What follows belongs to an exercise in optimizing a design on an open flow for a short achievable clock period and few clock cycles; a production flow would make more cautious choices. RTL that was checked went through simulation tests only; none was proved equivalent to the original. No functional check of the RTL was part of runs 3 to 5. Power and IR drop assume default switching activity.

==> design/flow/design.v <==
module Regs(
    input clk,
    input [4:0] Rs1_addr,
    input [4:0] Rs2_addr,
    input [4:0] Wt_addr,
    input [31:0] Wt_data,
    input RegWrite,
    output [31:0] Rs1_data,
    output [31:0] Rs2_data
    );
    reg [31:0] r [1:31];
    assign Rs1_data = (Rs1_addr == 5'd0) ? 32'b0 : r[Rs1_addr];
    assign Rs2_data = (Rs2_addr == 5'd0) ? 32'b0 : r[Rs2_addr];
    always @(posedge clk) begin
        if (RegWrite && Wt_addr != 5'd0)
            r[Wt_addr] <= Wt_data;
    end
endmodule
`timescale 1ns / 1ps
module SCPU(
    input clk,
    input rst,
    input [31:0] inst_in,
    input [31:0] Data_in,
    output [3:0] RAM_mask,
    output [31:0] Data_out,
    output [31:0] Addr_out,
    output        MemWrite,
    output [31:0] PC_out
    );
reg  [31:0] PC_o, PC_i, Addr_n;
reg         r0;
wire [31:0] PC = r0 ? 32'b0 : PC_i;
reg         d_valid, d_bp;
reg  [31:0] d_inst, d_pc;
reg  [3:0]  bt_v;
reg  [1:0]  bt_ptr;
reg  [31:2] bt_pc [0:3];
reg  [31:2] bt_tg [0:3];
reg         e_kill;                      
reg  [31:0] e_rs1v, e_rs2v, e_sv, e_kval, e_altpc;    
reg  [4:0]  e_rd;
reg  [1:0]  e_w;
reg         e_we, e_load, e_store, e_lu, e_kn, e_skip1, e_jalr, e_isadd;
reg         e_fa_m, e_fb_m, e_fs_m;
reg         s_add, s_sub, s_sll, s_sr, s_sra, s_slt, s_sltu, s_xor, s_or, s_and, s_k;
reg  [3:0]  f_eq, f_ne, f_lt, f_ge, f_ltu, f_geu;    
reg  [31:0] m_res;
reg  [4:0]  m_rd;
reg         m_we, m_load;
reg  [2:0]  m_f3;
reg         m_store;
reg  [31:0] m_sdata;
reg  [3:0]  m_mask;
reg  [31:0] w_val;
reg  [4:0]  w_rd;
reg         w_we;
assign PC_out   = PC_o;
assign Addr_out = ~Addr_n;
assign MemWrite = m_store;
assign Data_out = m_sdata;
assign RAM_mask = m_mask;
reg [31:0] m_ld;
always @(*) begin
    case (m_f3)
        3'd0: case (m_res[1:0])
                2'd0: m_ld = {{24{Data_in[7]}},  Data_in[7:0]};
                2'd1: m_ld = {{24{Data_in[15]}}, Data_in[15:8]};
                2'd2: m_ld = {{24{Data_in[23]}}, Data_in[23:16]};
                default: m_ld = {{24{Data_in[31]}}, Data_in[31:24]};
              endcase
        3'd1: m_ld = m_res[1] ? {{16{Data_in[31]}}, Data_in[31:16]} : {{16{Data_in[15]}}, Data_in[15:0]};
        3'd4: case (m_res[1:0])
                2'd0: m_ld = {24'b0, Data_in[7:0]};
                2'd1: m_ld = {24'b0, Data_in[15:8]};
                2'd2: m_ld = {24'b0, Data_in[23:16]};
                default: m_ld = {24'b0, Data_in[31:24]};
              endcase
        3'd5: m_ld = m_res[1] ? {16'b0, Data_in[31:16]} : {16'b0, Data_in[15:0]};
        default: m_ld = Data_in;
    endcase
end
wire ex_we    = e_we & ~e_kill;
wire ex_load  = e_load & ~e_kill;
wire ex_store = e_store & ~e_kill;
wire ex_jalr  = e_jalr & ~e_kill;
wire [4:0] d_opc = d_inst[6:2];
wire [4:0] d_rs1 = d_inst[19:15];
wire [4:0] d_rs2 = d_inst[24:20];
wire [4:0] d_rd  = d_inst[11:7];
wire [2:0] d_f3  = d_inst[14:12];
wire is_lui   = d_opc == 5'b01101;
wire is_auipc = d_opc == 5'b00101;
wire is_jal   = d_opc == 5'b11011;
wire is_jalr  = d_opc == 5'b11001;
wire is_br    = d_opc == 5'b11000;
wire is_load  = d_opc == 5'b00000;
wire is_store = d_opc == 5'b01000;
wire is_opimm = d_opc == 5'b00100;
wire is_op    = d_opc == 5'b01100;
wire is_alu   = is_op | is_opimm;
wire uses1 = is_jalr | is_br | is_load | is_store | is_alu;
wire uses2 = is_br | is_store | is_op;
wire d_we  = (is_lui | is_auipc | is_jal | is_jalr | is_load | is_alu) & (d_rd != 5'd0);
wire [31:0] immI = {{20{d_inst[31]}}, d_inst[31:20]};
wire [31:0] immS = {{20{d_inst[31]}}, d_inst[31:25], d_inst[11:7]};
wire [31:0] immB = {{19{d_inst[31]}}, d_inst[31], d_inst[7], d_inst[30:25], d_inst[11:8], 1'b0};
wire [31:0] immU = {d_inst[31:12], 12'b0};
wire [31:0] immJ = {{11{d_inst[31]}}, d_inst[31], d_inst[19:12], d_inst[20], d_inst[30:21], 1'b0};
wire [31:0] tgt_b = d_pc + immB;
wire [31:0] tgt_j = d_pc + immJ;
wire [31:0] tgt_u = {d_pc[31:12] + d_inst[31:12], d_pc[11:0]};
wire [31:0] d_tgt = is_jal ? tgt_j : tgt_b;    
wire [31:0] d_pc4 = d_pc + 32'd4;
wire [31:0] rf1, rf2;
Regs U1(
    .clk(clk),
    .Rs1_addr(d_rs1 & {5{d_valid}}),    
    .Rs2_addr(d_rs2 & {5{d_valid}}),
    .Wt_addr(w_rd),
    .Wt_data(w_val),
    .RegWrite(w_we),
    .Rs1_data(rf1),
    .Rs2_data(rf2)
);
wire [31:0] m_val = m_load ? m_ld : m_res;
wire [31:0] d_rs1v = (m_we && m_rd == d_rs1) ? m_val : (w_we && w_rd == d_rs1) ? w_val : rf1;
wire [31:0] d_rs2v = (m_we && m_rd == d_rs2) ? m_val : (w_we && w_rd == d_rs2) ? w_val : rf2;
wire stall = d_valid & ex_load &
             ((uses1 & e_rd == d_rs1) | (uses2 & e_rd == d_rs2));
wire d_pred = is_br & d_inst[31];
wire fa_m = ex_we & (e_rd == d_rs1);
wire fa_w = m_we & (m_rd == d_rs1);    
wire fb_m = ex_we & (e_rd == d_rs2);
wire want_br = is_jal | d_pred;
wire jf_ok = is_jalr & ((fa_m & e_kn) | (~fa_m & fa_w & ~m_load));
wire [31:0] jf_sum = (fa_m ? e_kval : m_res) + immI;
wire want = want_br | jf_ok;
wire [31:0] id_target = jf_ok ? {jf_sum[31:1], 1'b0} : want_br ? d_tgt : d_pc4;
reg         bt_hit;
reg  [31:2] bt_tgt;
integer bi;
always @(*) begin
    bt_hit = 1'b0;
    bt_tgt = 30'b0;
    for (bi = 0; bi < 4; bi = bi + 1)
        if (bt_v[bi] && bt_pc[bi] == PC[31:2]) begin
            bt_hit = 1'b1;
            bt_tgt = bt_tgt | bt_tg[bi];
        end
end
wire [31:0] i_next = bt_hit ? {bt_tgt, 2'b00} : PC + 32'd4;
wire [31:0] ea = e_fa_m ? m_res : e_rs1v;
wire [31:0] eb = e_fb_m ? m_res : e_rs2v;
wire [31:0] bop = eb;
wire [31:0] es = e_fs_m ? m_res : e_sv;      
wire [31:0] sum  = ea + bop;
wire [31:0] dif  = ea - eb;
wire        slt  = $signed(ea) < $signed(bop);
wire        sltu = ea < bop;
wire [31:0] sll  = ea << bop[4:0];
wire [32:0] sra_in = {s_sra & ea[31], ea};
wire [32:0] sr33 = $signed(sra_in) >>> bop[4:0];
wire [31:0] srx  = sr33[31:0];
wire [31:0] alu = ({32{s_add}}  & sum)
                | ({32{s_sub}}  & dif)
                | ({32{s_sll}}  & sll)
                | ({32{s_sr}}   & srx)
                | ({32{s_xor}}  & (ea ^ bop))
                | ({32{s_or}}   & (ea | bop))
                | ({32{s_and}}  & (ea & bop))
                | ({32{s_k}}    & e_kval)
                | {31'b0, (s_slt & slt) | (s_sltu & sltu)};
wire [31:0] av [0:1];
wire [31:0] bv [0:1];
assign av[0] = e_rs1v; assign av[1] = m_res;
assign bv[0] = e_rs2v; assign bv[1] = m_res;
wire [3:0] p_eq, p_lt, p_ltu;
genvar gi, gj;
generate
    for (gi = 0; gi < 2; gi = gi + 1) begin : ga
        for (gj = 0; gj < 2; gj = gj + 1) begin : gb
            assign p_eq[gi*2+gj]  = av[gi] == bv[gj];
            assign p_lt[gi*2+gj]  = $signed(av[gi]) < $signed(bv[gj]);
            assign p_ltu[gi*2+gj] = av[gi] < bv[gj];
        end
    end
endgenerate
wire x_cond = ~e_kill & (|((f_eq & p_eq) | (f_ne & ~p_eq) | (f_lt & p_lt) |
                           (f_ge & ~p_lt) | (f_ltu & p_ltu) | (f_geu & ~p_ltu)));
wire skip_ok = e_skip1 & d_valid & ~d_bp;
wire [31:0] jt = sum;
wire        sum_z = ((ea ^ bop) == {ea[30:0] | bop[30:0], 1'b0});
wire        fz_ok = is_br & (d_f3[2:1] == 2'b00) & ex_we & e_isadd &
                    (((d_rs2 == 5'd0) & (e_rd == d_rs1)) | ((d_rs1 == 5'd0) & (e_rd == d_rs2)));
wire        fz_t  = sum_z ^ d_f3[0];               
wire id_go  = d_valid & ~stall & (fz_ok ? (fz_t ^ d_bp) : d_bp ? ~want_br : want);
wire bt_ins = d_valid & ~stall & ~d_bp & (fz_ok ? fz_t : want_br);
wire [31:0] id_tgt2 = fz_ok ? (fz_t ? d_tgt : d_pc4) : id_target;
wire x_squash    = x_cond & skip_ok;
wire x_redirect  = (x_cond & ~skip_ok) | ex_jalr;
wire id_redirect = id_go & ~x_cond & ~ex_jalr;
wire [31:0] sdata = (e_w == 2'd0) ? {4{es[7:0]}} :
                    (e_w == 2'd1) ? {2{es[15:0]}} : es;
wire [3:0]  smask = (e_w == 2'd0) ? (4'b0001 << sum[1:0]) :
                    (e_w == 2'd1) ? (sum[1] ? 4'b1100 : 4'b0011) : 4'b1111;
wire [31:0] pc_nc = ex_jalr ? {jt[31:1], 1'b0} :
                    stall   ? PC :
                    id_go   ? id_tgt2 : i_next;
wire        dv_nc = ~ex_jalr & (stall ? d_valid : ~id_go);
wire [31:0] pc_c  = skip_ok ? i_next : e_altpc;
wire [31:0] pc_next = x_cond ? pc_c : pc_nc;
wire [2:0] bf = d_pred ? {d_f3[2:1], ~d_f3[0]} : d_f3;    
wire       v_in = d_valid & ~stall;
wire       vb = v_in & is_br & ~fz_ok;
wire [3:0] pair = {fa_m & fb_m, fa_m & ~fb_m, ~fa_m & fb_m, ~fa_m & ~fb_m};
wire       d_bimm = ~(is_op | is_br);
wire       alu_add = (is_alu & d_f3 == 3'd0 & ~(is_op & d_inst[30])) | is_load | is_store;
always @(posedge clk or posedge rst) begin
    if (rst) begin
        PC_o    <= 32'b0;
        r0      <= 1'b1;
        d_valid <= 1'b0;
        bt_v    <= 4'b0;
        bt_ptr  <= 2'b0;
        e_kill  <= 1'b0;
        e_we    <= 1'b0;
        e_load  <= 1'b0;
        e_store <= 1'b0;
        e_jalr  <= 1'b0;
        f_eq    <= 4'b0;
        f_ne    <= 4'b0;
        f_lt    <= 4'b0;
        f_ge    <= 4'b0;
        f_ltu   <= 4'b0;
        f_geu   <= 4'b0;
        m_store <= 1'b0;
        m_we    <= 1'b0;
        w_we    <= 1'b0;
    end else begin
        PC_o    <= pc_next;
        r0      <= 1'b0;
        if (bt_ins) begin
            bt_v[bt_ptr] <= 1'b1;
            bt_ptr <= bt_ptr + 2'd1;
        end
        d_valid <= x_cond ? skip_ok : dv_nc;
        e_kill  <= x_cond | ex_jalr;
        e_we    <= v_in & d_we;
        e_load  <= v_in & is_load;
        e_store <= v_in & is_store;
        e_jalr  <= v_in & is_jalr & ~jf_ok & ~d_bp;
        f_eq    <= {4{vb & (bf == 3'd0)}} & pair;
        f_ne    <= {4{vb & (bf == 3'd1)}} & pair;
        f_lt    <= {4{vb & (bf == 3'd4)}} & pair;
        f_ge    <= {4{vb & (bf == 3'd5)}} & pair;
        f_ltu   <= {4{vb & (bf == 3'd6)}} & pair;
        f_geu   <= {4{vb & (bf == 3'd7)}} & pair;
        m_we    <= ex_we;
        m_store <= ex_store;
        w_we    <= m_we;
    end
end
always @(posedge clk) begin
    PC_i    <= pc_next;
    if (!stall) begin
        d_inst <= inst_in;
        d_pc   <= PC;
        d_bp   <= bt_hit;
    end
    if (bt_ins) begin
        bt_pc[bt_ptr] <= d_pc[31:2];
        bt_tg[bt_ptr] <= d_tgt[31:2];
    end
    e_rs1v  <= d_rs1v;
    e_rs2v  <= d_bimm ? (is_store ? immS : immI) : d_rs2v;
    e_sv    <= d_rs2v;
    e_kval  <= is_lui ? immU : is_auipc ? tgt_u : d_pc4;
    e_altpc <= (is_br & ~d_inst[31]) ? tgt_b : d_pc4;
    e_rd    <= d_rd;
    e_w     <= d_f3[1:0];
    e_lu    <= d_f3[2];
    e_fa_m  <= fa_m;
    e_fb_m  <= fb_m & ~d_bimm;
    e_fs_m  <= fb_m;
    s_add   <= alu_add;
    e_isadd <= is_alu & d_f3 == 3'd0 & ~(is_op & d_inst[30]);
    s_sub   <= is_op & d_f3 == 3'd0 & d_inst[30];
    s_sll   <= is_alu & d_f3 == 3'd1;
    s_slt   <= is_alu & d_f3 == 3'd2;
    s_sltu  <= is_alu & d_f3 == 3'd3;
    s_xor   <= is_alu & d_f3 == 3'd4;
    s_sr    <= is_alu & d_f3 == 3'd5;
    s_sra   <= d_inst[30];
    s_or    <= is_alu & d_f3 == 3'd6;
    s_and   <= is_alu & d_f3 == 3'd7;
    s_k     <= is_lui | is_auipc | is_jal | is_jalr;
    e_kn    <= is_lui | is_auipc | is_jal | is_jalr;
    e_skip1 <= is_br & (immB == 32'd8);
    m_res   <= alu;
    Addr_n  <= ~alu;
    m_rd    <= e_rd;
    m_load  <= e_load;
    m_f3    <= {e_lu, e_w};
    m_sdata <= sdata;
    m_mask  <= smask;
    w_val   <= m_load ? m_ld : m_res;
    w_rd    <= m_rd;
end
endmodule
==> design/flow/flow/run.sh <==
#!/bin/bash
# The standard ORFS flow (the standard.sh) with two changes to how the
# layout is optimised:
#  * adders are left to ABC as plain logic instead of the library's half/full
#    adder cells (ADDER_MAP_FILE empty), which gives shallower carry logic;
#    registers, their names and cell types are the same as in the standard
#    synthesis;
#  * timing repair aims for a slack of MARGIN ns beyond the clock period, so
#    the layout is optimised well past what the 15 ns clock needs.
set -euo pipefail
MARGIN=${MARGIN:-11}
bash standard.sh SETUP_SLACK_MARGIN=$MARGIN ADDER_MAP_FILE= finish > flow_make.log 2>&1
==> design/flow/standard.sh <==
#!/bin/bash
# synth_recipe.tcl (not shown) runs the flow's synth.tcl, then flattens the netlist and writes it again
# the make line also repeats each setting of config.mk as NAME=value (left out here)
make -C /OpenROAD-flow-scripts/flow DESIGN_CONFIG=/design/flow/config.mk WORK_HOME=/design/flow/orfs CLKGATE_MAP_FILE= SYNTH_SCRIPT=/design/flow/synth_recipe.tcl "${@:-finish}"
==> design/flow/config.mk <==
export PLATFORM = sky130hd
export DESIGN_NAME = SCPU
export DESIGN_NICKNAME = SCPU
export VERILOG_FILES = /design/flow/design.v
export SDC_FILE = /design/flow/constraint.sdc
export NUM_CORES = 8
export LEC_CHECK = 0
export ABC_CLOCK_PERIOD_IN_PS = 4000
export CAP_MARGIN = 20
export CORE_MARGIN = 2
export CORE_UTILIZATION = 50
export CTS_CLUSTER_DIAMETER = 80
export CTS_CLUSTER_SIZE = 24
export PLACE_DENSITY = 0.65
export SETUP_SLACK_MARGIN = 5
export SLEW_MARGIN = 20
==> design/flow/constraint.sdc <==
create_clock -name core_clock -period 15.0 [get_ports {clk}]
set_input_delay 3.0000 -clock core_clock [delete_from_list [all_inputs] [get_ports {clk}]]
set_output_delay 3.0000 -clock core_clock [all_outputs]
set_load 0.01 [all_outputs]
==> results of run 1 <==
[metrics by stage]
step,util (%),hold slack [ps],cell area (um^2),cells,setup slack [ps]
after floorplan,-,310,96600,9699,9960
after global placement,52.7,370,100000,11800,8310
after detailed placement,52.7,375,100000,11800,8220
after CTS,59.2,401,113000,12400,10530
after global routing,60.7,408,116000,12500,10410
final,60.7,403,116000,12500,10370
[placed cells by master (no fill, tap or decap), drive strengths merged, types with 41 or more instances in the layout]
master         netlist  final
edfxtp            1295   1295
nand2             1250   1251
buf                217    834
nor2               765    765
o21ai              636    636
a21oi              615    615
dfxtp              362    362
mux2i              342    342
xnor2              322    322
a31oi              295    295
a211oi             234    234
nor2b              217    217
inv                198    213
a221oi             209    209
nand3              200    200
nor3               160    160
xor2               138    138
clkbuf             610    129
o22ai              127    127
mux2               117    117
mux4               109    109
a22oi              108    108
nand2b             103    103
maj3                78     78
dfrtp               68     68
o211ai              62     62
and3                55     59
and2                54     58
nand4               55     55
nor4                53     53
o32ai               46     46
clkdlybuf4s50        0     43
o31ai               42     42
a221o               41     41
[final cells by class]
| type | count | area, um^2 |
|---|---|---|
| clock buffers | 119 | 2720 |
| well taps | 2511 | 3140 |
| flip-flops and latches | 1726 | 48100 |
| repair buffers | 924 | 10600 |
| clock inverters | 68 | 1020 |
| multi-input cells | 6957 | 49400 |
| fillers | 15400 | 74800 |
| inverters | 200 | 813 |
| diodes | 17 | 42.5 |
| repair inverters | 1 | 5.00 |
[power breakdown]
group	internal (mW)	switching, mW
clock	1.52	1.88
combinational	1.17	2.10
sequential	5.34	0.347
total	8.03	4.32
[repair_timing]
| action | in CTS | in global routing |
|---|---|---|
| hold buffers | 0 | 0 |
| pin swaps | 201 | 165 |
| resized for setup | 1472 | 417 |
| hold endpoints to repair | 0 | 0 |
| buffers inserted | 344 | 99 |
| cloned | 67 | 12 |
| setup endpoints to repair | 681 | 570 |
[metal layers]
layer | wire [um] | part of all wire (%)
met1 | 152000 | 34
met2 | 189000 | 43
met4 | 41900 | 9.5
met3 | 58500 | 13
met5 | 140 | 0.032
[worst max path at each step]
stage / startpoint / cells past startpoint / endpoint / slack [ps]
after floorplan: e_fb_m / 15 / bt_pc[2][0] / 9960
after global placement: e_fb_m / 13 / PC_o[22] / 8310
after detailed placement: e_fb_m / 15 / PC_o[18] / 8220
after CTS: PC_o[1] / 1 / PC_out[1] / 10530
after global routing: e_fb_m / 25 / bt_tg[1][12] / 10410
final: m_res[18] / 20 / bt_tg[1][17] / 10370
[kinds of logic after synthesis]
kind of cell,synth area share [%]
AO/OA/AOI/OAI,19.0
XOR/XNOR,4.20
adder cells (fa/ha/maj),0.824
buffers and inverters,4.24
flip-flops,49.8
multiplexers,7.50
other,0.00390
AND/OR/NAND/NOR,14.5
==> impl_metrics.env, run 1 <==
export IMPL_status="complete, no violations"
export IMPL_largest_register="U1.r"
export IMPL_io_buffers=164
export IMPL_finalPower_mw=12.3
export IMPL_antenna_found_initial=24
export IMPL_drc_errors=0
export IMPL_synth_area_per_cell_um2=9.91
export IMPL_ff2ff_setup_slack_ps=10370
export IMPL_drt_wl_total_mm=443
export IMPL_drive_above_1_share_pct=21.9
export IMPL_yosys_top_cells_area="edfxtp_1 (40%), dfxtp_1 (7.5%), nand2_1 (4.9%)"
export IMPL_reg_top3="U1.r (992), bt_pc (120), bt_tg (120)"
export IMPL_cp_top_family="simple AND/OR/NAND/NOR gates"
export IMPL_clk_transition_reported_paths_ps=90
export IMPL_critPathRequiredTime_ps=15540
export IMPL_drtIter0Drc=13500
export IMPL_grtUsageMet1_pct=53.3
export IMPL_grt_busiest_layer="met2"
export IMPL_die_area_um2=196000
export IMPL_worstPathArrival_ps=5170
export IMPL_clock_fmax_mhz=216
export IMPL_holdPathEnd="w_rd[1]"
export IMPL_final_nets=9981
export IMPL_maxSlewViolCount=0
export IMPL_crit_chain="inv_1, o21ai_2, a31oi_2, nor4b_4, nand4b_1, nor4_4, buf_4, and3b_2, buf_6, nor2_4, buf_12, nand2_8, o21ai_4, nor2_4, nand2_2, nor2_4, buf_12, buf_12, buf_12, buf_16"
export IMPL_min_period_ps=4630
export IMPL_clkLatencyLatePin_ps=860
export IMPL_max_slew_margin_pct=9.52
export IMPL_fin_crit_sh_pct=30.9
export IMPL_r2r_start="m_res[18]"
export IMPL_grt_max_degree=130
export IMPL_endpoint_kind="register"
export IMPL_coreArea_um2=191000
export IMPL_setup_violations=0
export IMPL_ys_ff_latch=1726
export IMPL_min_from="m_rd[1]"
export IMPL_synth_ff_type="edfxtp_1"
export IMPL_p_leak_nw=40.5
export IMPL_yosysTopAreaCellShare_pct=40.4
export IMPL_ys_warn_count=2
export IMPL_use_met3_pct=12.5
export IMPL_crit_slowest_cell="dfxtp_2"
export IMPL_grt_overflow=0
export IMPL_yosysSeqAreaShare_pct=49.8
export IMPL_synthesis_area_um2=96200
export IMPL_dpl_hpwl_mm=272
export IMPL_powerDensity_nw_per_um2=107
export IMPL_area_growth_pct=20.4
export IMPL_finalSetupTns_ps=0
export IMPL_peakVddDrop_uv=103
export IMPL_critPathBufInv=8
export IMPL_hold_path_class="register to register"
export IMPL_synth_edf_count=1295
export IMPL_wire_per_inst_um=35.3
export IMPL_clock_sinks=1726
export IMPL_hold_violations=0
export IMPL_synth_fp_nets=9765
export IMPL_root_buffer="clkbuf_16"
export IMPL_die_x_um=443
export IMPL_antenna_left=0
export IMPL_cp_common_cell="buf_12"
export IMPL_synth_top_cells_by_count="edfxtp_1 (1295), nand2_1 (1249), nor2_1 (765)"
export IMPL_largest_reg_flops=992
export IMPL_ys_types=107
export IMPL_drt_first_pass_iters=12
export IMPL_reg2reg_depth=20
export IMPL_cts_tree="built"
export IMPL_grt_usage_pct=43.3
export IMPL_vias=88900
export IMPL_synthCells=9699
export IMPL_criticalPathCategory="register to register"
export IMPL_synth_area_leader_cell="edfxtp_1"
export IMPL_vias_per_cell=7.10
export IMPL_grt_use_met2_pct=64.5
export IMPL_htreeDepth=3
export IMPL_r2r_end="bt_tg[1][17]"
export IMPL_crit_fanout=10
export IMPL_whs_path_depth=0
export IMPL_cap_viol_max_count=0
export IMPL_rsz0062_at_grt="yes"
export IMPL_rows=160
export IMPL_yosysMostFrequentCell="edfxtp_1"
export IMPL_die_y_um=443
export IMPL_start_util_pct=50.5
export IMPL_worstSetupStartpointType="register"
export IMPL_grt_pass1_vias=83100
export IMPL_cpPeakStageDelay_ps=570
export IMPL_ys_async_sr_fraction_pct=4.00
export IMPL_gp_congestion=1.04
export IMPL_fin_skew_ps=80.2
export IMPL_tightest_slew_ps=1350
export IMPL_cts_buffers=105
export IMPL_cts_buffer_depth=3
export IMPL_grt_pass1_wl_mm=612
export IMPL_io_pins=167
Testbench counts, summed over its fixed seeds: cycles 59,148.
==> run 2, diff against run 1 <==
--- a/design/flow/config.mk
+++ b/design/flow/config.mk
@@ -10,6 +10,6 @@
 export CORE_MARGIN = 2
-export CORE_UTILIZATION = 50
+export CORE_UTILIZATION = 55
 export CTS_CLUSTER_DIAMETER = 80
 export CTS_CLUSTER_SIZE = 24
-export PLACE_DENSITY = 0.65
+export PLACE_DENSITY = 0.6
 export SETUP_SLACK_MARGIN = 5
==> impl_metrics.env, run 2 <==
export IMPL_grt_use_met2_pct=69.1
export IMPL_synth_area_leader_cell="edfxtp_1"
export IMPL_synth_area_per_cell_um2=9.91
export IMPL_cp_common_cell="buf_12"
export IMPL_status="complete, no violations"
export IMPL_coreArea_um2=174000
export IMPL_worstSetupStartpointType="register"
export IMPL_filler_cell_count=13600
export IMPL_io_pins=167
export IMPL_clock_fmax_mhz=220
export IMPL_drc_errors=0
export IMPL_cp_top_family="compound AO/OA/AOI/OAI gates"
export IMPL_rows=153
export IMPL_hold_path_class="register to register"
export IMPL_crit_fanout=12
export IMPL_yosysTopAreaCellShare_pct=40.4
export IMPL_finalSetupTns_ps=0
export IMPL_wire_per_inst_um=35.4
export IMPL_endpoint_kind="register"
export IMPL_cts_tree="built"
export IMPL_ys_warn_count=2
export IMPL_io_buffers=164
export IMPL_grt_busiest_layer="met2"
export IMPL_root_buffer="clkbuf_16"
export IMPL_setup_violations=0
export IMPL_p_leak_nw=40.1
export IMPL_cts_buffers=104
export IMPL_synthesis_area_um2=96200
export IMPL_final_util_pct=65.7
export IMPL_htreeDepth=3
export IMPL_synthCells=9699
export IMPL_vias_per_cell=7.23
export IMPL_antenna_found_initial=31
export IMPL_gp_congestion=1.04
export IMPL_min_period_ps=4550
export IMPL_critPathBufInv=6
export IMPL_synth_simple_area_share_pct=14.5
export IMPL_ys_ff_latch=1726
export IMPL_grt_pass1_wl_mm=591
export IMPL_cpPeakStageDelay_ps=420
export IMPL_fin_crit_sh_pct=30.4
export IMPL_drt_wl_total_mm=435
export IMPL_start_util_pct=55.3
export IMPL_synth_compound_area_share_pct=19.0
export IMPL_synth_top_family_by_area="compound AO/OA/AOI/OAI gates"
export IMPL_grt_usage_pct=46.0
export IMPL_die_x_um=422
export IMPL_multi_input_area_um2=49000
export IMPL_max_slew_margin_pct=4.46
export IMPL_regArea_um2=48100
export IMPL_drt_first_pass_iters=10
export IMPL_rsz0062_at_grt="yes"
export IMPL_final_cell_mix="edfxtp_1 (1295), nand2_1 (1199), nor2_1 (692)"
export IMPL_dpl_hpwl_mm=268
export IMPL_grt_pass1_vias=81500
export IMPL_cts_buffer_depth=3
export IMPL_hold_violations=0
export IMPL_clock_sinks=1726
export IMPL_clk_transition_reported_paths_ps=90
export IMPL_worstPathArrival_ps=5200
export IMPL_area_growth_pct=18.8
export IMPL_drtIter0Drc=14000
export IMPL_synth_top_cells_by_count="edfxtp_1 (1295), nand2_1 (1249), nor2_1 (765)"
export IMPL_ys_async_sr_fraction_pct=4.00
export IMPL_use_met3_pct=12.4
export IMPL_synth_area_mux_share_pct=7.50
export IMPL_synth_ff_type="edfxtp_1"
export IMPL_clkLatencyLatePin_ps=850
export IMPL_synth_fp_nets=9765
export IMPL_grtUsageMet1_pct=57.1
export IMPL_critPathRequiredTime_ps=15640
export IMPL_yosysSeqAreaShare_pct=49.8
export IMPL_die_area_um2=178000
export IMPL_grt_overflow=0
export IMPL_cap_viol_max_count=0
export IMPL_criticalPathCategory="register to register"
export IMPL_maxSlewViolCount=0
export IMPL_ctsHoldBuffers=0
export IMPL_drive_above_1_share_pct=21.1
export IMPL_crit_chain="buf_12, buf_12, and2_4, buf_12, a31oi_4, a31oi_4, nor4b_4, nand4b_1, nor4_4, buf_4, buf_6, a21boi_4, o21ai_4, a41o_4, buf_12, nand2_1, a211oi_2, a211oi_1, a221o_1"
export IMPL_largest_reg_flops=992
export IMPL_die_y_um=422
export IMPL_largest_register="U1.r"
export IMPL_tightest_slew_ps=1430
export IMPL_ys_types=107
export IMPL_final_nets=9938
export IMPL_crit_slowest_cell="nor4b_4"
export IMPL_yosys_top_cells_area="edfxtp_1 (40%), dfxtp_1 (7.5%), nand2_1 (4.9%)"
export IMPL_final_common_cell="edfxtp_1"
export IMPL_yosysMostFrequentCell="edfxtp_1"
export IMPL_grt_max_degree=107
export IMPL_antenna_left=0
export IMPL_peakVddDrop_uv=138
export IMPL_synthXorXnorAreaFrac_pct=4.20
export IMPL_fin_skew_ps=60.0
export IMPL_synth_edf_count=1295
export IMPL_yosys_area_share_adder_pct=0.824
export IMPL_powerDensity_nw_per_um2=107
export IMPL_reg_top3="U1.r (992), bt_pc (120), bt_tg (120)"
export IMPL_vias=88900
[run 2: cell counts after synthesis]
No cell type changed its count.
[run 2: repair_timing]
action / CTS / global route
setup buffers: 211 / 200
endpoints found under the setup margin: 705 / 587
gates resized for setup: 1157 / 562
cloned: 38 / 42
pin swaps: 150 / 151
[run 2: per-layer routing]
metal  vias up  wire length, um
met1     42900           148000
met3      1956            60800
li1      36600                -
met5         -              142
met2      7364           185000
met4        22            41300
[run 2: kinds of logic (layout without fill, tap and decap cells)]
group | count (synthesis) | after routing
adders and majority gates | 78 | 78
other | 1 | 11
xor gates and xnor gates | 460 | 460
DFF | 1726 | 1726
and+or+nand+nor | 3062 | 3071
AOI/OAI and AO/OA | 2777 | 2777
buffers and inverters | 1027 | 1271
muxes | 568 | 569
[run 2: report_power, final]
part	internal [mW]	total (mW)	leakage, nW	switching [mW]
sequential	5.34	5.65	16.0	0.311
combinational	1.12	3.20	22.3	2.08
clock	1.49	3.37	1.77	1.87
[run 2: final cells by class]
cell class                 instances  share of cell area (%)
multi-input combinational       6956                    42.9
sequential                      1726                    42.1
timing repair buffer             884                    8.57
tap                             2325                    2.55
clock buffer                     120                    2.38
clock inverter                    67                   0.841
inverter                         200                   0.721
antenna                           10                  0.0219
[run 2: worst register-to-register path: stages (launching register included)]
cell and delay (ps):
dfxtp_4 390, buf_12 150, buf_12 140, and2_4 220, buf_12 170, a31oi_4 200
a31oi_4 130, nor4b_4 430, nand4b_1 260, nor4_4 300, buf_4 180, buf_6 110
a21boi_4 70, o21ai_4 220, a41o_4 330, buf_12 200, nand2_1 170, a211oi_2 260
a211oi_1 70, a221o_1 400
[run 2: worst paths after layout]
kind	startpoint	end	slack (ps)	cells after the start
setup reg to reg	e_fb_m	PC_o[15]	10450	19
hold / removal	e_lu	m_f3[2]	330	0
min in group asynchronous	rst	e_load	2680	2
max in group asynchronous	rst	r0	11330	3
setup / recovery	e_fb_m	PC_o[15]	10450	19
hold reg to reg	e_lu	m_f3[2]	330	0
[run 2: metrics by stage]
| step | power (mW) | cell area, um^2 | instances | hold slack (ps) | setup slack [ps] |
|---|---|---|---|---|---|
| finish | 12.2 | 114000 | 12300 | 333 | 10450 |
| global route | 12.4 | 114000 | 12300 | 352 | 10330 |
| global placement | 8.20 | 100000 | 11600 | 313 | 8120 |
| detailed placement | 8.23 | 100000 | 11600 | 316 | 8030 |
| floorplan | 7.11 | 96600 | 9699 | 310 | 9960 |
| CTS | 11.8 | 109000 | 12000 | 335 | 10540 |
==> run 3, diff against run 2 <==
--- a/design/flow/design.v
+++ b/design/flow/design.v
@@ -30,5 +30,4 @@
     );
-reg  [31:0] PC_o, PC_i, Addr_n;
-reg         r0;
-wire [31:0] PC = r0 ? 32'b0 : PC_i;
+reg  [31:0] PC_o, PC_n, Addr_n;
+wire [31:0] PC = ~PC_n;
 reg         d_valid, d_bp;
@@ -117,4 +116,4 @@
     .clk(clk),
-    .Rs1_addr(d_rs1 & {5{d_valid}}),    
-    .Rs2_addr(d_rs2 & {5{d_valid}}),
+    .Rs1_addr(d_rs1),
+    .Rs2_addr(d_rs2),
     .Wt_addr(w_rd),
@@ -221,3 +220,3 @@
         PC_o    <= 32'b0;
-        r0      <= 1'b1;
+        PC_n    <= 32'hffffffff;
         d_valid <= 1'b0;
@@ -241,3 +240,3 @@
         PC_o    <= pc_next;
-        r0      <= 1'b0;
+        PC_n    <= ~pc_next;
         if (bt_ins) begin
@@ -264,3 +263,2 @@
 always @(posedge clk) begin
-    PC_i    <= pc_next;
     if (!stall) begin
==> design/flow/flow/run.sh (replaced) <==
#!/bin/bash
# Standard ORFS flow, with two changes to how it optimises timing:
#  * adders are left to ABC as plain logic instead of the library's half/full
#    adder cells (ADDER_MAP_FILE empty), which gives shallower carry logic;
#  * timing repair aims for slack MARGIN ns beyond the clock period.
set -euo pipefail
MARGIN=${MARGIN:-11}
bash standard.sh SETUP_SLACK_MARGIN=$MARGIN ADDER_MAP_FILE= finish > flow_make.log 2>&1
--- a/design/flow/config.mk
+++ b/design/flow/config.mk
@@ -10,6 +10,6 @@
 export CORE_MARGIN = 2
-export CORE_UTILIZATION = 55
+export CORE_UTILIZATION = 60
 export CTS_CLUSTER_DIAMETER = 80
 export CTS_CLUSTER_SIZE = 24
-export PLACE_DENSITY = 0.6
+export PLACE_DENSITY = 0.72
 export SETUP_SLACK_MARGIN = 5
==> impl_metrics.env, run 3 <==
export IMPL_fin_area_um2=111000
export IMPL_vias_per_cell=7.38
export IMPL_antenna_found_initial=22
export IMPL_worstSetupStartpointType="input port"
export IMPL_start_util_pct=60.4
export IMPL_grt_pass1_wl_mm=513
export IMPL_io_buffers=164
export IMPL_post_dp_cell_area_um2=96600
export IMPL_tightest_slew_ps=1230
export IMPL_cp_top_family="compound AO/OA/AOI/OAI gates"
export IMPL_htreeDepth=3
export IMPL_cts_tree="built"
export IMPL_grt_max_degree=80
export IMPL_synthesis_area_um2=92900
export IMPL_synthCells=7690
export IMPL_grt_usage_pct=45.7
export IMPL_min_period_ps=4580
export IMPL_powerDensity_nw_per_um2=129
export IMPL_drive_above_1_share_pct=30.7
export IMPL_synth_ff_type="edfxtp_1"
export IMPL_grt_pass1_vias=70000
export IMPL_clock_sinks=1735
export IMPL_p_leak_nw=39.0
export IMPL_status="complete, no violations"
export IMPL_final_cell_mix="edfxtp_1 (1295), nor2_1 (565), mux4_2 (551)"
export IMPL_p_sw_share_pct=37.1
export IMPL_crit_chain="buf_6, nor2b_4, a211oi_4, a2111oi_4, a21oi_4, a21oi_4, o211ai_1, o21ai_4, buf_6, mux2_4"
export IMPL_rsz0062_at_grt="yes"
export IMPL_die_area_um2=158000
export IMPL_cts_buffers=95
export IMPL_endpoint_kind="register"
export IMPL_cap_viol_max_count=0
export IMPL_yosysTopAreaCellShare_pct=41.9
export IMPL_cpPeakStageDelay_ps=740
export IMPL_ctsHoldBuffers=0
export IMPL_ys_warn_count=2
export IMPL_drc_errors=0
export IMPL_drt_first_pass_iters=9
export IMPL_antenna_left=0
export IMPL_crit_slowest_cell="o211ai_1"
export IMPL_vias=75100
export IMPL_reg_top3="U1.r (992), bt_pc (120), bt_tg (120)"
export IMPL_crit_fanout=5
export IMPL_dpl_hpwl_mm=231
export IMPL_yosysMostFrequentCell="edfxtp_1"
export IMPL_die_y_um=397
export IMPL_drtIter0Drc=11500
export IMPL_finalSetupTns_ps=0
export IMPL_clk_transition_reported_paths_ps=90
export IMPL_hold_violations=0
export IMPL_grt_overflow=0
export IMPL_ys_types=106
export IMPL_p_clk_share_pct=21.4
export IMPL_power_switching_mw=5.32
export IMPL_fin_skew_ps=67.8
export IMPL_critPathBufInv=2
export IMPL_drt_wl_total_mm=376
export IMPL_peakVddDrop_uv=115
export IMPL_comb_power_share_pct=33.4
export IMPL_rows=144
export IMPL_synth_edf_count=1295
export IMPL_criticalPathCategory="input port to register"
export IMPL_final_nets=8125
export IMPL_hold_ws_ps=341
export IMPL_min_from="e_lu"
export IMPL_cp_startpoint="Data_in[7]"
export IMPL_clock_fmax_mhz=218
export IMPL_maxSlewViolCount=0
export IMPL_largest_reg_flops=992
export IMPL_clkLatencyLatePin_ps=800
export IMPL_ys_ff_latch=1735
export IMPL_critPathRequiredTime_ps=15670
export IMPL_setup_violations=0
export IMPL_synth_area_leader_cell="edfxtp_1"
export IMPL_p_int_mw=9.01
export IMPL_seqPwrFrac_pct=45.2
export IMPL_largest_register="U1.r"
export IMPL_area_growth_pct=19.9
export IMPL_final_common_cell="edfxtp_1"
export IMPL_ys_async_sr_fraction_pct=5.76
export IMPL_gp_congestion=1.09
export IMPL_cts_buffer_depth=3
export IMPL_hold_path_class="register to register"
export IMPL_synth_area_per_cell_um2=12.1
export IMPL_placed_cells=9439
export IMPL_worstPathArrival_ps=5260
export IMPL_synth_top_cells_by_count="edfxtp_1 (1295), nor2_1 (632), mux4_2 (551)"
export IMPL_root_buffer="clkbuf_16"
export IMPL_fin_crit_sh_pct=30.6
export IMPL_layout_cells_non_filler=10200
export IMPL_synth_fp_nets=7756
export IMPL_die_x_um=397
export IMPL_r2r_start="e_fa_m"
export IMPL_io_pins=167
export IMPL_coreArea_um2=154000
export IMPL_yosys_top_cells_area="edfxtp_1 (42%), mux4_2 (13%), dfxtp_1 (7.3%)"
export IMPL_yosysSeqAreaShare_pct=51.9
export IMPL_wire_per_inst_um=36.9
export IMPL_max_slew_margin_pct=17.7
-- run 3: final timing paths --
| check | slack [ps] | cells after the start | end |
|---|---|---|---|
| worst max-delay path | 10420 | 10 | e_rs1v[13] |
| worst min-delay path | 340 | 0 | m_f3[2] |
| worst max register to register | 10430 | 19 | PC_o[11] |
| worst min register to register | 340 | 0 | m_f3[2] |
| max in group asynchronous | 11160 | 4 | bt_ptr[0] |
| min in group asynchronous | 2750 | 3 | m_store |
-- run 3: timing repair --
action,in CTS,in global routing
endpoints found under the setup margin,730,593
resized for setup,1333,558
buffers inserted,287,206
cloned,55,19
pin swaps,158,188
-- run 3: power groups by stage --
stage	Sequential (mW)	Clock (mW)	Combinational [mW]
floorplan	6.08	0	2.43
global placement	6.56	0	3.48
detailed placement	6.57	0	3.51
CTS	6.43	3.05	4.12
global route	6.49	3.20	4.92
finish	6.48	3.06	4.78
-- run 3: layout make-up --
cell class                 count  area [um^2]
tap                         2044         2560
sequential                  1735        48500
inverter                     241          968
clock buffer                 122         2580
timing repair buffer         907        10200
timing repair inverter         3         26.3
multi-input combinational   5076        46000
antenna                        9         22.5
clock inverter                37          622
fill                       10000        42500
-- run 3: cell families (layout without fill, tap and decap cells) --
| group | Yosys count | in the layout | synth area share (%) |
|---|---|---|---|
| AOI/OAI and AO/OA | 1754 | 1757 | 12.4 |
| buffers and inverters | 885 | 1310 | 3.73 |
| adders and majority gates | 71 | 71 | 0.768 |
| xor gates and xnor gates | 529 | 529 | 4.99 |
| muxes | 882 | 884 | 17.0 |
| other | 0 | 9 | 0 |
| and+or+nand+nor | 1834 | 1835 | 9.10 |
| DFF | 1735 | 1735 | 51.9 |
-- run 3: layer usage --
metal / up-vias / track usage (%) / part of all wire (%)
met5: - / 0 / 0.052
li1: 30100 / - / -
met4: 24 / 31.4 / 9.0
met3: 1592 / 13.9 / 14
met1: 37000 / 59.0 / 34
met2: 6338 / 66.8 / 43
-- run 3: per-stage QoR --
stage | setup WS, ps | util (%) | total power [mW]
final | 10420 | 72.4 | 14.3
after global routing | 10430 | 72.4 | 14.6
after CTS | 10490 | 69.6 | 13.6
after detailed placement | 8360 | 62.8 | 10.1
after global placement | 8390 | 62.8 | 10.0
after floorplan | 10250 | - | 8.51
==> run 4, diff against run 3 <==
--- a/design/flow/design.v
+++ b/design/flow/design.v
@@ -49,3 +49,2 @@
 reg         m_we, m_load;
-reg  [2:0]  m_f3;
 reg         m_store;
@@ -61,22 +60,13 @@
 assign RAM_mask = m_mask;
-reg [31:0] m_ld;
-always @(*) begin
-    case (m_f3)
-        3'd0: case (m_res[1:0])
-                2'd0: m_ld = {{24{Data_in[7]}},  Data_in[7:0]};
-                2'd1: m_ld = {{24{Data_in[15]}}, Data_in[15:8]};
-                2'd2: m_ld = {{24{Data_in[23]}}, Data_in[23:16]};
-                default: m_ld = {{24{Data_in[31]}}, Data_in[31:24]};
-              endcase
-        3'd1: m_ld = m_res[1] ? {{16{Data_in[31]}}, Data_in[31:16]} : {{16{Data_in[15]}}, Data_in[15:0]};
-        3'd4: case (m_res[1:0])
-                2'd0: m_ld = {24'b0, Data_in[7:0]};
-                2'd1: m_ld = {24'b0, Data_in[15:8]};
-                2'd2: m_ld = {24'b0, Data_in[23:16]};
-                default: m_ld = {24'b0, Data_in[31:24]};
-              endcase
-        3'd5: m_ld = m_res[1] ? {16'b0, Data_in[31:16]} : {16'b0, Data_in[15:0]};
-        default: m_ld = Data_in;
-    endcase
-end
+reg  [3:0]  l_b0, l_b1, l_sg;     
+reg         l_f1, l_w;            
+wire [7:0]  din_b [0:3];
+assign din_b[0] = Data_in[7:0];   assign din_b[1] = Data_in[15:8];
+assign din_b[2] = Data_in[23:16]; assign din_b[3] = Data_in[31:24];
+wire        l_s = |(l_sg & {Data_in[31], Data_in[23], Data_in[15], Data_in[7]});
+wire [7:0]  l_y0 = ({8{l_b0[0]}} & din_b[0]) | ({8{l_b0[1]}} & din_b[1]) |
+                   ({8{l_b0[2]}} & din_b[2]) | ({8{l_b0[3]}} & din_b[3]);
+wire [7:0]  l_y1 = ({8{l_b1[0]}} & din_b[0]) | ({8{l_b1[1]}} & din_b[1]) |
+                   ({8{l_b1[2]}} & din_b[2]) | ({8{l_b1[3]}} & din_b[3]) | {8{l_f1 & l_s}};
+wire [31:0] m_ld = {l_w ? Data_in[31:16] : {16{l_s}}, l_y1, l_y0};
 wire ex_we    = e_we & ~e_kill;
@@ -124,5 +114,6 @@
 );
-wire [31:0] m_val = m_load ? m_ld : m_res;
-wire [31:0] d_rs1v = (m_we && m_rd == d_rs1) ? m_val : (w_we && w_rd == d_rs1) ? w_val : rf1;
-wire [31:0] d_rs2v = (m_we && m_rd == d_rs2) ? m_val : (w_we && w_rd == d_rs2) ? w_val : rf2;
+wire        b1_m = m_we && m_rd == d_rs1;
+wire        b2_m = m_we && m_rd == d_rs2;
+wire [31:0] d_rs1v = (b1_m & m_load) ? m_ld : b1_m ? m_res : (w_we && w_rd == d_rs1) ? w_val : rf1;
+wire [31:0] d_rs2v = (b2_m & m_load) ? m_ld : b2_m ? m_res : (w_we && w_rd == d_rs2) ? w_val : rf2;
 wire stall = d_valid & ex_load &
@@ -301,3 +292,9 @@
     m_load  <= e_load;
-    m_f3    <= {e_lu, e_w};
+    l_b0    <= (e_w == 2'd2) ? 4'b0001 : (4'b0001 << sum[1:0]);
+    l_b1    <= (e_w == 2'd2) ? 4'b0010 : (e_w == 2'd1) ? (sum[1] ? 4'b1000 : 4'b0010) : 4'b0000;
+    l_f1    <= (e_w == 2'd0);
+    l_w     <= (e_w == 2'd2);
+    l_sg    <= e_lu ? 4'b0000 :
+               (e_w == 2'd0) ? (4'b0001 << sum[1:0]) :
+               (e_w == 2'd1) ? (sum[1] ? 4'b1000 : 4'b0010) : 4'b0000;
     m_sdata <= sdata;
==> design/flow/flow/run.sh (replaced) <==
#!/bin/bash
# The standard ORFS flow (the standard.sh, unchanged synthesis), except
# that timing repair aims for a slack of MARGIN ns beyond the clock period,
# so that the layout is optimised well past what the 15 ns clock needs.
set -euo pipefail
MARGIN=${MARGIN:-11}
bash standard.sh SETUP_SLACK_MARGIN=$MARGIN finish > flow_make.log 2>&1
==> impl_metrics.env, run 4 <==
export IMPL_status="complete, no violations"
export IMPL_io_buffers=164
export IMPL_grt_pass1_wl_mm=501
export IMPL_synth_area_leader_cell="edfxtp_1"
export IMPL_cts_buffer_depth=3
export IMPL_grt_pass1_vias=68000
export IMPL_vias=71600
export IMPL_post_dp_cell_area_um2=96200
export IMPL_cp_common_cell="nand2_1"
export IMPL_power_switching_mw=5.78
export IMPL_ys_warn_count=2
export IMPL_synthesis_area_um2=92000
export IMPL_synth_ff_type="edfxtp_1"
export IMPL_powerDensity_nw_per_um2=136
export IMPL_synthCells=7319
export IMPL_yosys_area_share_adder_pct=4.06
export IMPL_wire_per_inst_um=37.1
export IMPL_clock_fmax_mhz=204
export IMPL_clock_sinks=1744
export IMPL_ys_ff_latch=1744
export IMPL_antenna_found_initial=27
export IMPL_final_cell_mix="edfxtp_1 (1295), mux4_2 (569), nor2_1 (525)"
export IMPL_clkLatencyLatePin_ps=810
export IMPL_setup_violations=0
export IMPL_coreArea_um2=152000
export IMPL_hold_violations=0
export IMPL_synth_simple_area_share_pct=8.07
export IMPL_crit_chain="xor2_2, nor3_4, and2_4, buf_6, buf_16, nand2_1, o21ai_2, ha_2, nor3_1, nor2_2, nand2_1, o21ai_2, nor4_4, nor2_2, xor2_2, a222oi_1, nand2_1, a21oi_2, mux2i_1"
export IMPL_die_y_um=396
export IMPL_criticalPathCategory="register to register"
export IMPL_vias_per_cell=7.30
export IMPL_synth_fp_nets=7680
export IMPL_crit_slowest_cell="a222oi_1"
export IMPL_start_util_pct=60.5
export IMPL_seqPwrFrac_pct=44.1
export IMPL_ctsHoldBuffers=0
export IMPL_fin_crit_sh_pct=32.7
export IMPL_synth_area_mux_share_pct=17.0
export IMPL_drc_errors=0
export IMPL_synth_compound_area_share_pct=11.2
export IMPL_placed_cells=9155
export IMPL_synth_edf_count=1295
export IMPL_die_x_um=396
export IMPL_max_slew_margin_pct=13.4
export IMPL_peakVddDrop_uv=134
export IMPL_final_nets=8043
export IMPL_synthXorXnorAreaFrac_pct=3.64
export IMPL_critPathBufInv=2
export IMPL_rows=143
export IMPL_cpPeakStageDelay_ps=890
export IMPL_synth_top_cells_by_count="edfxtp_1 (1295), nor2_1 (572), mux4_2 (569)"
export IMPL_dpl_hpwl_mm=228
export IMPL_cp_top_family="simple AND/OR/NAND/NOR gates"
export IMPL_p_leak_nw=39.6
export IMPL_tightest_slew_ps=1290
export IMPL_clk_transition_reported_paths_ps=100
export IMPL_root_buffer="clkbuf_16"
export IMPL_p_int_mw=9.16
export IMPL_drive_above_1_share_pct=29.3
export IMPL_reg_top3="U1.r (992), bt_pc (120), bt_tg (120)"
export IMPL_die_area_um2=157000
export IMPL_cts_buffers=97
export IMPL_drtIter0Drc=11500
export IMPL_critPathRequiredTime_ps=15650
export IMPL_antenna_left=0
export IMPL_drt_first_pass_iters=32
export IMPL_hold_path_class="register to register"
export IMPL_yosys_top_cells_area="edfxtp_1 (42%), mux4_2 (14%), dfxtp_1 (7.6%)"
export IMPL_comb_power_share_pct=34.9
export IMPL_worstSetupStartpointType="register"
export IMPL_yosysMostFrequentCell="edfxtp_1"
export IMPL_ys_async_sr_fraction_pct=5.73
export IMPL_yosysSeqAreaShare_pct=52.6
export IMPL_fin_skew_ps=79.3
export IMPL_cap_viol_max_count=0
export IMPL_synth_top_family_by_area="multiplexers"
export IMPL_grt_usage_pct=45.2
export IMPL_synth_area_per_cell_um2=12.6
export IMPL_worstPathArrival_ps=5550
export IMPL_crit_fanout=7
export IMPL_fin_area_um2=109000
export IMPL_ys_types=97
export IMPL_largest_register="U1.r"
export IMPL_p_clk_share_pct=21.0
export IMPL_min_period_ps=4900
export IMPL_finalSetupTns_ps=0
export IMPL_grt_overflow=0
export IMPL_layout_cells_non_filler=9802
export IMPL_finalPower_mw=14.9
export IMPL_gp_congestion=1.09
export IMPL_largest_reg_flops=992
export IMPL_io_pins=167
export IMPL_area_growth_pct=18.9
export IMPL_cts_tree="built"
export IMPL_endpoint_kind="register"
export IMPL_final_common_cell="edfxtp_1"
export IMPL_rsz0062_at_grt="yes"
export IMPL_drt_wl_total_mm=364
export IMPL_grt_max_degree=75
export IMPL_p_sw_share_pct=38.7
export IMPL_yosysTopAreaCellShare_pct=42.3
export IMPL_maxSlewViolCount=0
export IMPL_htreeDepth=3
run 4: layout make-up:
cell class	instances	area (um^2)
diodes	9	22.5
clock buffers	134	2610
clock inverters	46	724
fillers	10100	42600
inverters	321	1280
multi-input cells	4768	45400
flip-flops and latches	1744	48600
well taps	2030	2540
repair buffers	750	8240
run 4: timing repair:
action                     4_1_cts  5_1_grt
buffers inserted               289      106
setup endpoints to repair      669      538
resized for setup             1244      394
pin swaps                      170      184
gates cloned                    58        5
run 4: through the flow:
stage	hold WS [ps]	setup slack [ps]	utilization [%]
5_1_grt	417	10040	72.0
2_1_floorplan	363	10650	-
4_1_cts	408	10370	70.1
3_5_place_dp	395	8430	63.3
3_3_place_gp	386	8540	63.3
6_report	405	10100	72.0
run 4: worst reg2reg max path, delay by kind of cell, from the launching register on:
family,cells,cell delay (ps)
AND/OR/NAND/NOR,9,1700
AO/OA/AOI/OAI,4,1340
flip-flops,1,540
XOR/XNOR,2,430
adder cells (fa/ha/maj),1,330
buffers and inverters,2,310
multiplexers,1,120
run 4: path summary, 6_finish.rpt:
kind	startpoint	to	slack (ps)	cells past startpoint
max	d_inst[19]	PC_o[14]	10100	19
min	m_rd[0]	w_rd[0]	410	0
max reg2reg	d_inst[19]	PC_o[14]	10100	19
min reg2reg	m_rd[0]	w_rd[0]	410	0
max in group asynchronous	rst	async pin	11240	4
min in group asynchronous	rst	e_store	2780	3
run 4: logic make-up (layout without fill, tap and decap cells):
family,after synthesis,count (layout)
compound gates,1606,1606
xor+xnor,382,382
fa+ha+maj,295,295
buf+inv,823,1251
flops,1744,1744
mux,842,842
other cells,0,9
simple gates,1627,1643
run 4: power groups by stage:
stage | logic [mW] | clock network, mW | registers [mW]
3_3_place_gp | 4.03 | 0 | 6.64
5_1_grt | 5.37 | 3.28 | 6.59
4_1_cts | 4.64 | 3.12 | 6.54
3_5_place_dp | 4.06 | 0 | 6.65
6_report | 5.22 | 3.13 | 6.59
2_1_floorplan | 2.63 | 0 | 6.19
run 4: metal layers:
layer	wire, um	share of wire (%)	vias up	global-route usage (%)
met2	156000	43	6007	66.4
met4	31000	8.5	35	29.5
li1	-	-	28800	-
met1	124000	34	35200	58.1
met5	612	0.17	-	1.26
met3	52100	14	1537	14.3
==> run 5, diff against run 4 <==
--- a/design/flow/design.v
+++ b/design/flow/design.v
@@ -2,7 +2,6 @@
     input clk,
-    input [4:0] Rs1_addr,
-    input [4:0] Rs2_addr,
-    input [4:0] Wt_addr,
+    input [31:0] Rs1_sel,
+    input [31:0] Rs2_sel,
+    input [31:0] Wt_sel,
     input [31:0] Wt_data,
-    input RegWrite,
     output [31:0] Rs1_data,
@@ -10,9 +9,18 @@
     );
-    reg [31:0] r [1:31];
-    assign Rs1_data = (Rs1_addr == 5'd0) ? 32'b0 : r[Rs1_addr];
-    assign Rs2_data = (Rs2_addr == 5'd0) ? 32'b0 : r[Rs2_addr];
-    always @(posedge clk) begin
-        if (RegWrite && Wt_addr != 5'd0)
-            r[Wt_addr] <= Wt_data;
+    reg [31:0] x [1:31];
+    reg [31:0] rd1, rd2;
+    integer i;
+    always @(posedge clk)
+        for (i = 1; i < 32; i = i + 1)
+            if (Wt_sel[i]) x[i] <= Wt_data;
+    always @(*) begin
+        rd1 = 32'b0;
+        rd2 = 32'b0;
+        for (i = 1; i < 32; i = i + 1) begin
+            rd1 = rd1 | ({32{Rs1_sel[i]}} & x[i]);
+            rd2 = rd2 | ({32{Rs2_sel[i]}} & x[i]);
+        end
     end
+    assign Rs1_data = rd1;
+    assign Rs2_data = rd2;
 endmodule
@@ -30,4 +38,5 @@
     );
-reg  [31:0] PC_o, PC_n, Addr_n;
-wire [31:0] PC = ~PC_n;
+reg  [31:0] PC_o, PC_i, Addr_n;
+reg         r0;
+wire [31:0] PC = r0 ? 32'b0 : PC_i;
 reg         d_valid, d_bp;
@@ -104,9 +113,9 @@
 wire [31:0] rf1, rf2;
+reg  [31:0] d_s1, d_s2, w_sel;
 Regs U1(
     .clk(clk),
-    .Rs1_addr(d_rs1),
-    .Rs2_addr(d_rs2),
-    .Wt_addr(w_rd),
+    .Rs1_sel(d_s1),
+    .Rs2_sel(d_s2),
+    .Wt_sel(w_sel),
     .Wt_data(w_val),
-    .RegWrite(w_we),
     .Rs1_data(rf1),
@@ -211,3 +220,3 @@
         PC_o    <= 32'b0;
-        PC_n    <= 32'hffffffff;
+        r0      <= 1'b1;
         d_valid <= 1'b0;
@@ -231,3 +240,3 @@
         PC_o    <= pc_next;
-        PC_n    <= ~pc_next;
+        r0      <= 1'b0;
         if (bt_ins) begin
@@ -254,3 +263,7 @@
 always @(posedge clk) begin
+    PC_i    <= pc_next;
+    w_sel   <= {31'b0, m_we} << m_rd;
     if (!stall) begin
+        d_s1   <= {31'b0, 1'b1} << inst_in[19:15];
+        d_s2   <= {31'b0, 1'b1} << inst_in[24:20];
         d_inst <= inst_in;
==> design/flow/flow/run.sh (replaced) <==
#!/bin/bash
# The standard ORFS flow (the standard.sh) with two changes to how the
# layout is optimised:
#  * adders are left to ABC as plain logic instead of the library's half/full
#    adder cells (ADDER_MAP_FILE empty), which gives shallower carry logic;
#    registers, their names and cell types are the same as in the standard
#    synthesis;
#  * timing repair aims for a slack of MARGIN ns beyond the clock period, so
#    the layout is optimised well past what the 15 ns clock needs.
set -euo pipefail
MARGIN=${MARGIN:-11}
bash standard.sh SETUP_SLACK_MARGIN=$MARGIN ADDER_MAP_FILE= finish > flow_make.log 2>&1
==> impl_metrics.env, run 5 <==
export IMPL_p_leak_nw=36.8
export IMPL_seqPwrFrac_pct=51.0
export IMPL_crit_chain="inv_1, o21ai_0, xnor2_2, nand4_1, and4b_1, nand4_1, xor2_4, buf_12, buf_8, nand2_8, o2bb2ai_4, buf_12, buf_8, o21ai_2, a21oi_1, o22ai_1"
export IMPL_peakVddDrop_uv=138
export IMPL_crit_slowest_cell="dfxtp_1"
export IMPL_final_common_cell="edfxtp_1"
export IMPL_io_pins=167
export IMPL_final_cell_mix="edfxtp_1 (1357), nor2_1 (651), nand2_1 (623)"
export IMPL_hold_path_class="register to register"
export IMPL_tightest_slew_ps=1300
export IMPL_dpl_hpwl_mm=268
export IMPL_wire_per_inst_um=41.3
export IMPL_final_util_pct=70.0
export IMPL_grt_pass1_vias=79000
export IMPL_yosys_top_cells_area="edfxtp_1 (45%), dfxtp_1 (8.8%), a221oi_1 (3.7%)"
export IMPL_antenna_found_initial=25
export IMPL_largest_register="U1.x"
export IMPL_synth_edf_count=1357
export IMPL_final_nets=8702
export IMPL_grt_overflow=0
export IMPL_ys_warn_count=3
export IMPL_hold_violations=0
export IMPL_worstPathArrival_ps=5350
export IMPL_die_area_um2=155000
export IMPL_multi_input_area_um2=40500
export IMPL_ys_async_sr_fraction_pct=3.77
export IMPL_yosys_area_share_adder_pct=0.784
export IMPL_vias_per_cell=8.02
export IMPL_power_switching_mw=3.77
export IMPL_crit_fanout=11
export IMPL_area_growth_pct=16.3
export IMPL_drc_errors=0
export IMPL_ys_types=104
export IMPL_rows=143
export IMPL_cts_buffers=101
export IMPL_maxSlewViolCount=0
export IMPL_synth_area_mux_share_pct=1.89
export IMPL_synthXorXnorAreaFrac_pct=4.39
export IMPL_post_dp_cell_area_um2=94900
export IMPL_worstSetupStartpointType="register"
export IMPL_io_buffers=164
export IMPL_die_y_um=394
export IMPL_root_buffer="clkbuf_16"
export IMPL_grt_max_degree=78
export IMPL_powerDensity_nw_per_um2=110
export IMPL_yosysMostFrequentCell="edfxtp_1"
export IMPL_cts_buffer_depth=3
export IMPL_comb_power_share_pct=21.2
export IMPL_synth_top_cells_by_count="edfxtp_1 (1357), nor2_1 (679), nand2_1 (642)"
export IMPL_htreeDepth=3
export IMPL_synthesis_area_um2=91100
export IMPL_die_x_um=394
export IMPL_p_clk_share_pct=27.8
export IMPL_endpoint_kind="register"
export IMPL_gp_congestion=1.06
export IMPL_cap_viol_max_count=0
export IMPL_wl_met3_mm=82.5
export IMPL_wirelength_met1_mm=137
export IMPL_p_sw_share_pct=32.5
export IMPL_status="complete, no violations"
export IMPL_start_util_pct=60.2
export IMPL_clkLatencyLatePin_ps=860
export IMPL_grt_usage_pct=55.1
export IMPL_coreArea_um2=151000
export IMPL_min_period_ps=4700
export IMPL_drt_wl_total_mm=444
export IMPL_critPathRequiredTime_ps=15650
export IMPL_criticalPathCategory="register to register"
export IMPL_drtIter0Drc=18600
export IMPL_yosysSeqAreaShare_pct=55.4
export IMPL_clk_transition_reported_paths_ps=100
export IMPL_p_int_mw=7.84
export IMPL_synth_compound_area_share_pct=21.7
export IMPL_synth_fp_nets=8484
export IMPL_synth_area_leader_cell="edfxtp_1"
export IMPL_drt_first_pass_iters=14
export IMPL_vias=86400
export IMPL_cts_tree="built"
export IMPL_ys_ff_latch=1828
export IMPL_synthCells=8418
export IMPL_synth_top_family_by_area="compound AO/OA/AOI/OAI gates"
export IMPL_filler_cell_count=11100
export IMPL_fin_area_um2=106000
export IMPL_ctsHoldBuffers=0
export IMPL_synth_area_per_cell_um2=10.8
export IMPL_antenna_left=0
export IMPL_drive_above_1_share_pct=18.1
export IMPL_reg_top3="U1.x (992), bt_pc (120), bt_tg (120)"
export IMPL_largest_reg_flops=992
export IMPL_clock_fmax_mhz=213
export IMPL_rsz0062_at_grt="yes"
export IMPL_regArea_um2=50700
export IMPL_grt_pass1_wl_mm=603
export IMPL_route_met2_wl_mm=172
export IMPL_synth_ff_type="edfxtp_1"
export IMPL_yosysTopAreaCellShare_pct=44.7
export IMPL_setup_violations=0
export IMPL_fin_crit_sh_pct=31.3
export IMPL_cpPeakStageDelay_ps=860
export IMPL_finalSetupTns_ps=0
export IMPL_fin_skew_ps=80.9
export IMPL_top_layer="met5"
export IMPL_max_slew_margin_pct=13.3
export IMPL_synth_simple_area_share_pct=12.0
export IMPL_clock_sinks=1828
==> run 5: changes by cell type after synthesis, sizes merged, moves of 78 or more <==
cell / previous run / this run
mux4: 569 / 0
a22o: 9 / 347
a221oi: 62 / 386
ha: 289 / 0
a22oi: 103 / 355
clkbuf: 346 / 524
nand2: 480 / 642
xnor2: 165 / 302
inv: 317 / 192
nor2: 572 / 680
a21oi: 501 / 401
a222oi: 2 / 90
o22ai: 23 / 106
mux2i: 200 / 122
==> run 5: path summary, 6_finish.rpt <==
| path | from | end | slack [ps] | cells after the start |
|---|---|---|---|---|
| min in group asynchronous | rst | e_store | 2700 | 3 |
| worst max-delay path | m_res[6] | PC_o[1] | 10300 | 16 |
| worst max register to register | m_res[6] | PC_o[1] | 10300 | 16 |
| worst min register to register | e_load | m_load | 410 | 0 |
| max in group asynchronous | rst | f_ltu[0] | 11540 | 3 |
| worst min-delay path | e_load | m_load | 410 | 0 |
==> run 5: area by class of cell <==
cell class / instances / area share, %
clock inverter: 35 / 0.558
tap: 2030 / 2.40
clock buffer: 149 / 2.63
multi-input combinational: 5721 / 38.2
antenna: 24 / 0.0567
timing repair buffer: 782 / 7.54
sequential: 1828 / 47.9
inverter: 202 / 0.771
==> run 5: routing by layer <==
layer / track usage, % / vias to the layer above
li1: - / 33100
met1: 66.4 / 40600
met2: 74.9 / 9603
met3: 25.8 / 3078
met4: 44.8 / 32
met5: 1.14 / -
==> run 5: stage by stage <==
stage / hold slack, ps / worst slack, ps / cells / total power, mW
after floorplan: 329 / 10130 / 8418 / 7.02
after global placement: 374 / 7930 / 10200 / 7.91
after detailed placement: 374 / 7880 / 10200 / 7.93
after CTS: 396 / 10470 / 10600 / 11.2
after global routing: 423 / 10270 / 10800 / 11.8
final: 411 / 10300 / 10800 / 11.6
==> run 5: cells by family (layout without fill, tap and decap cells) <==
family / Yosys count / count (layout)
AOI/OAI and AO/OA: 2720 / 2720
buffers and inverters: 872 / 1168
muxes: 165 / 167
and+or+nand+nor: 2305 / 2306
DFF: 1828 / 1828
xor gates and xnor gates: 456 / 456
other: 1 / 25
adders and majority gates: 71 / 71
==> run 5: timing repair <==
action / 4_1_cts / 5_1_grt
gates cloned: 33 / 16
endpoints found under the setup margin: 736 / 589
pin swaps: 103 / 147
resized for setup: 1010 / 365
buffers inserted: 207 / 127
==> run 5: worst max-delay path, delay by kind of cell (launching register included) <==
kind / cells / cell delay (ps)
and+or+nand+nor: 4 / 820
xor gates and xnor gates: 2 / 520
buffers and inverters: 5 / 860
DFF: 1 / 860
AOI/OAI and AO/OA: 5 / 1460
==> run 5: power by group through the flow <==
stage / sequential (mW) / combinational [mW] / clock [mW]
global placement: 6.00 / 1.91 / 0
floorplan: 5.84 / 1.18 / 0
detailed placement: 6.01 / 1.92 / 0
finish: 5.92 / 2.47 / 3.23
CTS: 5.89 / 2.16 / 3.17
global route: 5.93 / 2.49 / 3.35

-- re-timing with driven ports --
The flow's constraints put no driver on any port. The routed layouts listed below were extracted and timed again, unchanged, in two steps. Step 1: set_driving_cell puts a clkbuf_16 on clk and a buf_2 on each other input, an assumption about the parent block. Step 2 adds t to the input delays and takes it off the output delays; t is the mean of the earliest and latest rising clock arrival at the registers after step 1. Input paths then give back, and output paths get back, about the clock's delay inside the block. a / b / c = no drivers / after step 1 / after step 2; a / b = the first two.
| run | shift t [ns] | setup slack, ns | clock arrival spread, ns | worst data-port slew with drivers (ns) |
|---|---|---|---|---|
| run 1 | 0.912 | 10.372 / 10.372 / 9.938 | 0.084 / 0.085 | 0.06 |
| run 2 | 0.912 | 10.445 / 10.445 / 9.906 | 0.063 / 0.063 | 0.07 |
| run 3 | 0.857 | 10.415 / 10.429 / 9.607 | 0.084 / 0.084 | 0.06 |
| run 4 | 0.863 | 10.097 / 10.097 / 10.097 | 0.083 / 0.083 | 0.16 |
| run 5 | 0.917 | 10.300 / 10.300 / 10.147 | 0.081 / 0.081 | 0.06 |
After both steps setup and hold are still met in every run listed. For run 3, which loses most, drivers alone change the setup slack by +0.014 ns; drivers and shift together by -0.808 ns.
